What follows belongs to an exercise in optimizing a design on an open flow for small area; a production flow would make more cautious choices.
At most, simulation tests tie the RTL to the original design; equivalence was not proved.
Power figures rest on the tool's default switching activity, not on a simulated workload.

==> trial 73 <==
==> flow/design.v (excerpt) <==
module dso100fb (
    input         CLK,
    input         RST_N,
    input  [31:0] PADDR,
    input         PENABLE,
    output [31:0] PRDATA,
    output        PREADY,
    output        PSLVERR,
    input         PSEL,
    input  [31:0] PWDATA,
    input         PWRITE,
    output [71:0] MCMD_TDATA,
    input         MCMD_TREADY,
    output        MCMD_TVALID,
    input   [7:0] MSTS_TDATA,
    output        MSTS_TREADY,
    input         MSTS_TVALID,
    input  [31:0] MDATA_TDATA,
    output        MDATA_TREADY,
    input         MDATA_TVALID,
    output [31:0] VID_DATA,
    output        VID_DE,
    output        VID_HSYNC,
    output        VID_VSYNC,
    output        INTR,
    output        LCD_ENABLE,
    output        BL_ENABLE,
    output        OVERLAY_EN,
    input         OVERLAY_VALID,
    input  [31:0] OVERLAY_DATA,
    output        OVERLAY_SYNC,
    output        VID_RST_N
);
Settings: LEC_CHECK=0, CAP_MARGIN=20, CORE_MARGIN=2, CORE_UTILIZATION=40, CTS_BUF_LIST=sky130_fd_sc_hd__clkbuf_8, CTS_CLUSTER_DIAMETER=70, CTS_CLUSTER_SIZE=15, SLEW_MARGIN=20; clock period 10.0 ns.
standard.sh (not shown) runs the stock make flow with config.mk's settings and CLKGATE_MAP_FILE= SYNTH_SCRIPT=/design/flow/synth_recipe.tcl, a recipe that flattens the netlist after the stock synthesis.
==> flow/flow/run.sh <==
#!/bin/bash
set -euo pipefail
export BUFFER_PORTS_ARGS="-buffer_cell sky130_fd_sc_hd__buf_1"
bash standard.sh finish > standard_flow.log 2>&1
==> trial 11: changes against trial 73 <==
--- a/flow/design.v
+++ b/flow/design.v
@@ -193,19 +193,17 @@
     input             CLK,
     input             RD_RST_N,
     input             RD,
     output reg        RD_EMPTY,
     output reg        RD_VALID,
-    input             RD_GATE,
     output     [31:0] RD_DATA,
     input             WR_RST_N,
     input             WR,
     output reg        WR_FULL,
     input      [31:0] WR_DATA
 );
     reg [5:0] rbin, wbin;
-    reg WR_FULL2;
     reg [5:0] wq1_rbin, wq2_rbin;
     reg [5:0] rq1_wbin, rq2_wbin;
     wire wr_en = WR & ~WR_FULL;
     wire rd_en = RD & ~RD_EMPTY;
     wire [5:0] wbinnext = wbin + wr_en;
@@ -214,18 +212,16 @@
         if(!WR_RST_N)
         begin
             wbin <= 6'b0;
             { wq2_rbin, wq1_rbin } <= 12'b0;
             WR_FULL <= 1'b0;
-            WR_FULL2 <= 1'b0;
         end
         else
         begin
             wbin <= wbinnext;
             { wq2_rbin, wq1_rbin } <= { wq1_rbin, rbin };
             WR_FULL <= (wbinnext == { ~wq2_rbin[5], wq2_rbin[4:0] });
-            WR_FULL2 <= (wbinnext[4:0] == wq2_rbin[4:0]) && (wbinnext[5] != wq2_rbin[5]);
         end
     always @ (posedge CLK or negedge RD_RST_N)
         if(!RD_RST_N)
         begin
             rbin <= 6'b0;
@@ -236,23 +232,21 @@
         else
         begin
             rbin <= rbinnext;
             { rq2_wbin, rq1_wbin } <= { rq1_wbin, wbin };
             RD_EMPTY <= (rbinnext == rq2_wbin);
-            RD_VALID <= rd_en && RD_GATE;
+            RD_VALID <= rd_en;
         end
     reg [31:0] mem [0:31];
     wire [4:0] wslot = wbin[4:0] + 5'd1;
     genvar p;
     generate
         for(p = 0; p < 32; p = p + 1)
         begin : slot
-            wire sel = (wslot == p);
-            wire we = WR & ~WR_FULL & sel;
-            wire hold = ~(WR & ~WR_FULL2 & sel);
             always @ (posedge CLK)
-                mem[p] <= (WR_DATA & {32{we}}) | (mem[p] & {32{hold}});
+                if(wr_en && wslot == p)
+                    mem[p] <= WR_DATA;
         end
     endgenerate
     reg [31:0] rdata;
     integer k;
     always @*
@@ -274,12 +268,11 @@
     output       VIDEO_FETCH,
     output       OVERLAY_EN,
     output       OVERLAY_SYNC,
     input [143:0] TIMING,
     input   [2:0] POL,
-    output       FRAME,
-    output       DE_NEXT
+    output       FRAME
 );
     localparam H_IDLE    = 3'd0;
     localparam H_FP      = 3'd1;
     localparam H_SYNC    = 3'd2;
     localparam H_BP      = 3'd3;
@@ -535,16 +528,15 @@
             VID_HSYNC <= 1'b0;
             VID_VSYNC <= 1'b0;
         end
         else
         begin
-            VID_DE <= DE_NEXT;
+            VID_DE <= de ^ pol_vid[0];
             VID_HSYNC <= hsync ^ pol_vid[1];
             VID_VSYNC <= vsync ^ pol_vid[2];
         end
     assign VIDEO_FETCH = de;
-    assign DE_NEXT = de ^ pol_vid[0];
     assign OVERLAY_SYNC = frame;
 endmodule
 module dso100fb_video_mix_saturating_add (
     input [7:0] A,
     input [7:0] B,
@@ -570,11 +562,10 @@
     input      [31:0] VIDEO_DATA,
     input             OVERLAY_EN,
     input             OVERLAY_VALID,
     input      [31:0] OVERLAY_DATA,
     input             DE,
-    input             DE_NEXT,
     input             HSYNC,
     input             VSYNC,
     output reg [31:0] VID_DATA,
     output reg        VID_DE,
     output reg        VID_HSYNC,
@@ -588,11 +579,11 @@
     reg de2, hsync2, vsync2;
     always @ (posedge VIDCLK or negedge RST_N)
         if(!RST_N)
             overlay_valid <= 1'b0;
         else
-            overlay_valid <= OVERLAY_EN && OVERLAY_VALID && DE_NEXT;
+            overlay_valid <= OVERLAY_EN && OVERLAY_VALID;
     assign video_data = VIDEO_DATA;
     assign overlay_data = overlay_valid ? OVERLAY_DATA : 32'b0;
     genvar byte_i;
     generate
         for(byte_i = 0; byte_i < 4; byte_i = byte_i + 1)
@@ -614,11 +605,11 @@
             { VID_HSYNC, hsync2 } <= 2'b0;
             { VID_VSYNC, vsync2 } <= 2'b0;
         end
         else
         begin
-            VID_DATA <= mix;
+            VID_DATA <= de2 ? mix : 32'b0;
             { VID_DE, de2 } <= { de2, DE };
             { VID_HSYNC, hsync2 } <= { hsync2, HSYNC };
             { VID_VSYNC, vsync2 } <= { vsync2, VSYNC };
         end
 endmodule
@@ -665,11 +656,10 @@
     wire fifo_full, video_empty, video_fetch;
     wire de, hsync, vsync;
     wire [4:0] rd_slot;
     wire [31:0] video_pixel;
     wire video_valid;
-    wire de_next;
     reg vid_rst_n;
     reg vid_rst_sync;
     always @ (posedge CLK or negedge RST_N)
         if(!RST_N)
             { vid_rst_n, vid_rst_sync } <= 2'b00;
@@ -701,11 +691,10 @@
         .CLK(CLK),
         .RD_RST_N(vid_rst_n),
         .RD(video_fetch),
         .RD_EMPTY(video_empty),
         .RD_VALID(video_valid),
-        .RD_GATE(de_next),
         .RD_DATA(video_pixel),
         .WR_RST_N(RST_N),
         .WR(MDATA_TVALID),
         .WR_FULL(fifo_full),
         .WR_DATA(MDATA_TDATA)
@@ -714,16 +703,15 @@
     dso100fb_sync sync (
         .CLK(CLK), .RST_N(RST_N), .VID_RST_N(vid_rst_n), .EN(sync_enable),
         .VID_DE(de), .VID_HSYNC(hsync), .VID_VSYNC(vsync),
         .VIDEO_FETCH(video_fetch), .OVERLAY_EN(OVERLAY_EN), .OVERLAY_SYNC(OVERLAY_SYNC),
         .TIMING(timing), .POL(pol),
-        .FRAME(frame),
-        .DE_NEXT(de_next)
+        .FRAME(frame)
     );
     dso100fb_video_mix mixer (
         .VIDCLK(CLK), .RST_N(vid_rst_n),
         .VIDEO_VALID(video_valid), .VIDEO_DATA(video_pixel),
         .OVERLAY_EN(OVERLAY_EN), .OVERLAY_VALID(OVERLAY_VALID), .OVERLAY_DATA(OVERLAY_DATA),
-        .DE(de), .DE_NEXT(de_next), .HSYNC(hsync), .VSYNC(vsync),
+        .DE(de), .HSYNC(hsync), .VSYNC(vsync),
         .VID_DATA(VID_DATA), .VID_DE(VID_DE), .VID_HSYNC(VID_HSYNC), .VID_VSYNC(VID_VSYNC)
     );
 endmodule
==> trial 18: changes against trial 73 <==
--- a/flow/design.v
+++ b/flow/design.v
@@ -193,19 +193,17 @@
     input             CLK,
     input             RD_RST_N,
     input             RD,
     output reg        RD_EMPTY,
     output reg        RD_VALID,
-    input             RD_GATE,
     output     [31:0] RD_DATA,
     input             WR_RST_N,
     input             WR,
     output reg        WR_FULL,
     input      [31:0] WR_DATA
 );
     reg [5:0] rbin, wbin;
-    reg WR_FULL2;
     reg [5:0] wq1_rbin, wq2_rbin;
     reg [5:0] rq1_wbin, rq2_wbin;
     wire wr_en = WR & ~WR_FULL;
     wire rd_en = RD & ~RD_EMPTY;
     wire [5:0] wbinnext = wbin + wr_en;
@@ -214,18 +212,16 @@
         if(!WR_RST_N)
         begin
             wbin <= 6'b0;
             { wq2_rbin, wq1_rbin } <= 12'b0;
             WR_FULL <= 1'b0;
-            WR_FULL2 <= 1'b0;
         end
         else
         begin
             wbin <= wbinnext;
             { wq2_rbin, wq1_rbin } <= { wq1_rbin, rbin };
             WR_FULL <= (wbinnext == { ~wq2_rbin[5], wq2_rbin[4:0] });
-            WR_FULL2 <= (wbinnext[4:0] == wq2_rbin[4:0]) && (wbinnext[5] != wq2_rbin[5]);
         end
     always @ (posedge CLK or negedge RD_RST_N)
         if(!RD_RST_N)
         begin
             rbin <= 6'b0;
@@ -236,23 +232,21 @@
         else
         begin
             rbin <= rbinnext;
             { rq2_wbin, rq1_wbin } <= { rq1_wbin, wbin };
             RD_EMPTY <= (rbinnext == rq2_wbin);
-            RD_VALID <= rd_en && RD_GATE;
+            RD_VALID <= rd_en;
         end
     reg [31:0] mem [0:31];
     wire [4:0] wslot = wbin[4:0] + 5'd1;
     genvar p;
     generate
         for(p = 0; p < 32; p = p + 1)
         begin : slot
-            wire sel = (wslot == p);
-            wire we = WR & ~WR_FULL & sel;
-            wire hold = ~(WR & ~WR_FULL2 & sel);
             always @ (posedge CLK)
-                mem[p] <= (WR_DATA & {32{we}}) | (mem[p] & {32{hold}});
+                if(wr_en && wslot == p)
+                    mem[p] <= WR_DATA;
         end
     endgenerate
     reg [31:0] rdata;
     integer k;
     always @*
@@ -274,12 +268,11 @@
     output       VIDEO_FETCH,
     output       OVERLAY_EN,
     output       OVERLAY_SYNC,
     input [143:0] TIMING,
     input   [2:0] POL,
-    output       FRAME,
-    output       DE_NEXT
+    output       FRAME
 );
     localparam H_IDLE    = 3'd0;
     localparam H_FP      = 3'd1;
     localparam H_SYNC    = 3'd2;
     localparam H_BP      = 3'd3;
@@ -535,16 +528,15 @@
             VID_HSYNC <= 1'b0;
             VID_VSYNC <= 1'b0;
         end
         else
         begin
-            VID_DE <= DE_NEXT;
+            VID_DE <= de ^ pol_vid[0];
             VID_HSYNC <= hsync ^ pol_vid[1];
             VID_VSYNC <= vsync ^ pol_vid[2];
         end
     assign VIDEO_FETCH = de;
-    assign DE_NEXT = de ^ pol_vid[0];
     assign OVERLAY_SYNC = frame;
 endmodule
 module dso100fb_video_mix_saturating_add (
     input [7:0] A,
     input [7:0] B,
@@ -570,11 +562,10 @@
     input      [31:0] VIDEO_DATA,
     input             OVERLAY_EN,
     input             OVERLAY_VALID,
     input      [31:0] OVERLAY_DATA,
     input             DE,
-    input             DE_NEXT,
     input             HSYNC,
     input             VSYNC,
     output reg [31:0] VID_DATA,
     output reg        VID_DE,
     output reg        VID_HSYNC,
@@ -588,11 +579,11 @@
     reg de2, hsync2, vsync2;
     always @ (posedge VIDCLK or negedge RST_N)
         if(!RST_N)
             overlay_valid <= 1'b0;
         else
-            overlay_valid <= OVERLAY_EN && OVERLAY_VALID && DE_NEXT;
+            overlay_valid <= OVERLAY_EN && OVERLAY_VALID;
     assign video_data = VIDEO_DATA;
     assign overlay_data = overlay_valid ? OVERLAY_DATA : 32'b0;
     genvar byte_i;
     generate
         for(byte_i = 0; byte_i < 4; byte_i = byte_i + 1)
@@ -614,11 +605,11 @@
             { VID_HSYNC, hsync2 } <= 2'b0;
             { VID_VSYNC, vsync2 } <= 2'b0;
         end
         else
         begin
-            VID_DATA <= mix;
+            VID_DATA <= de2 ? mix : 32'b0;
             { VID_DE, de2 } <= { de2, DE };
             { VID_HSYNC, hsync2 } <= { hsync2, HSYNC };
             { VID_VSYNC, vsync2 } <= { vsync2, VSYNC };
         end
 endmodule
@@ -665,11 +656,10 @@
     wire fifo_full, video_empty, video_fetch;
     wire de, hsync, vsync;
     wire [4:0] rd_slot;
     wire [31:0] video_pixel;
     wire video_valid;
-    wire de_next;
     reg vid_rst_n;
     reg vid_rst_sync;
     always @ (posedge CLK or negedge RST_N)
         if(!RST_N)
             { vid_rst_n, vid_rst_sync } <= 2'b00;
@@ -701,11 +691,10 @@
         .CLK(CLK),
         .RD_RST_N(vid_rst_n),
         .RD(video_fetch),
         .RD_EMPTY(video_empty),
         .RD_VALID(video_valid),
-        .RD_GATE(de_next),
         .RD_DATA(video_pixel),
         .WR_RST_N(RST_N),
         .WR(MDATA_TVALID),
         .WR_FULL(fifo_full),
         .WR_DATA(MDATA_TDATA)
@@ -714,16 +703,15 @@
     dso100fb_sync sync (
         .CLK(CLK), .RST_N(RST_N), .VID_RST_N(vid_rst_n), .EN(sync_enable),
         .VID_DE(de), .VID_HSYNC(hsync), .VID_VSYNC(vsync),
         .VIDEO_FETCH(video_fetch), .OVERLAY_EN(OVERLAY_EN), .OVERLAY_SYNC(OVERLAY_SYNC),
         .TIMING(timing), .POL(pol),
-        .FRAME(frame),
-        .DE_NEXT(de_next)
+        .FRAME(frame)
     );
     dso100fb_video_mix mixer (
         .VIDCLK(CLK), .RST_N(vid_rst_n),
         .VIDEO_VALID(video_valid), .VIDEO_DATA(video_pixel),
         .OVERLAY_EN(OVERLAY_EN), .OVERLAY_VALID(OVERLAY_VALID), .OVERLAY_DATA(OVERLAY_DATA),
-        .DE(de), .DE_NEXT(de_next), .HSYNC(hsync), .VSYNC(vsync),
+        .DE(de), .HSYNC(hsync), .VSYNC(vsync),
         .VID_DATA(VID_DATA), .VID_DE(VID_DE), .VID_HSYNC(VID_HSYNC), .VID_VSYNC(VID_VSYNC)
     );
 endmodule
Settings changed: CORE_UTILIZATION 40 to 60, PLACE_DENSITY from default to 0.75.
==> summary.txt <==
| item | trial 18 | trial 73 | trial 11 |
|---|---|---|---|
| Status | timing/DRC/antenna clean | timing/DRC/antenna clean | timing/DRC/antenna clean |
| Number of clock buffers inserted by TritonCTS | 108 | 114 | 111 |
| Post-synthesis sequential area ratio | 74.9% | 56.5% | 74.9% |
| Largest net degree at the start of global routing | 90 | 80 | 76 |
| Core area | 92900 um2 | 139000 um2 | 139000 um2 |
| Clock network fraction of design power | 24.2% | 20.6% | 25.2% |
| First-pass GRT wire length | 249000 um | 336000 um | 262000 um |
| Highest metal layer with signal wires | met5 | met5 | met4 |
| Met3 wire len | 27400 um | 34200 um | 22000 um |
| Share of cell area taken by multi-input logic gates | 22.3% | 37.3% | 21.9% |
| Met3 layer usage reported by global route | 12.2% | 10.5% | 5.15% |
| Routability-driven placement congestion ratio | 1.03 | 0.926 | 0.979 |
| Count of state elements after synthesis | 1453 | 1454 | 1453 |
| Post-layout net count | 4057 | 5221 | 4070 |
| Worst IR Drop VDD | 0.135 mV | 0.134 mV | 0.101 mV |
| Reg2Reg Launch Point | fb_fifo.rbin[4] | fb_fifo.rbin[3] | fb_fifo.rbin[4] |
| Final Cycle Share | 70.4% | 69.3% | 68.9% |
| Buf/Inv on CP | 3 | 4 | 3 |
| Vias in the first global route | 35100 | 44300 | 34100 |
| Post-synth EDFFs | 1168 | 144 | 1168 |
| Slew at the pin closest to its max-slew limit | 1.16 ns | 1.16 ns | 1.14 ns |
| Reg clk slew, reported paths | 0.11 ns | 0.10 ns | 0.11 ns |
Function not checked in trial 73: the RTL went through the layout flow alone.

-- port drivers added, routing unchanged --
No port has a modelled driver above. Below, the same layouts with a new extraction and two added sets of constraints.
Step 1 (the two cells are an assumption about what drives the block):
set clk [get_ports {CLK}]
set_driving_cell -lib_cell sky130_fd_sc_hd__clkbuf_16 $clk
set_driving_cell -lib_cell sky130_fd_sc_hd__buf_2 [delete_from_list [all_inputs] $clk]
Step 2, shift: input delay + t, output delay - t, t = (earliest + latest rising clock arrival at the registers) / 2. This alone moves slack from input paths to output paths.
Three values: no drivers, after step 1, after step 2; two values: the first two.
run | shift t [ns] | setup slack, ns | hold slack, ns | slew at the worst register clock pin (ns)
trial 73 | 0.960 | 3.069 / 3.069 / 3.069 | 0.267 / 0.267 / 0.267 | 0.11 / 0.11
trial 11 | 0.918 | 3.105 / 3.105 / 3.105 | 0.281 / 0.281 / 0.281 | 0.11 / 0.11
trial 18 | 0.888 | 2.960 / 2.960 / 2.960 | 0.271 / 0.271 / 0.271 | 0.11 / 0.11
After both steps setup and hold are still met in every run listed.
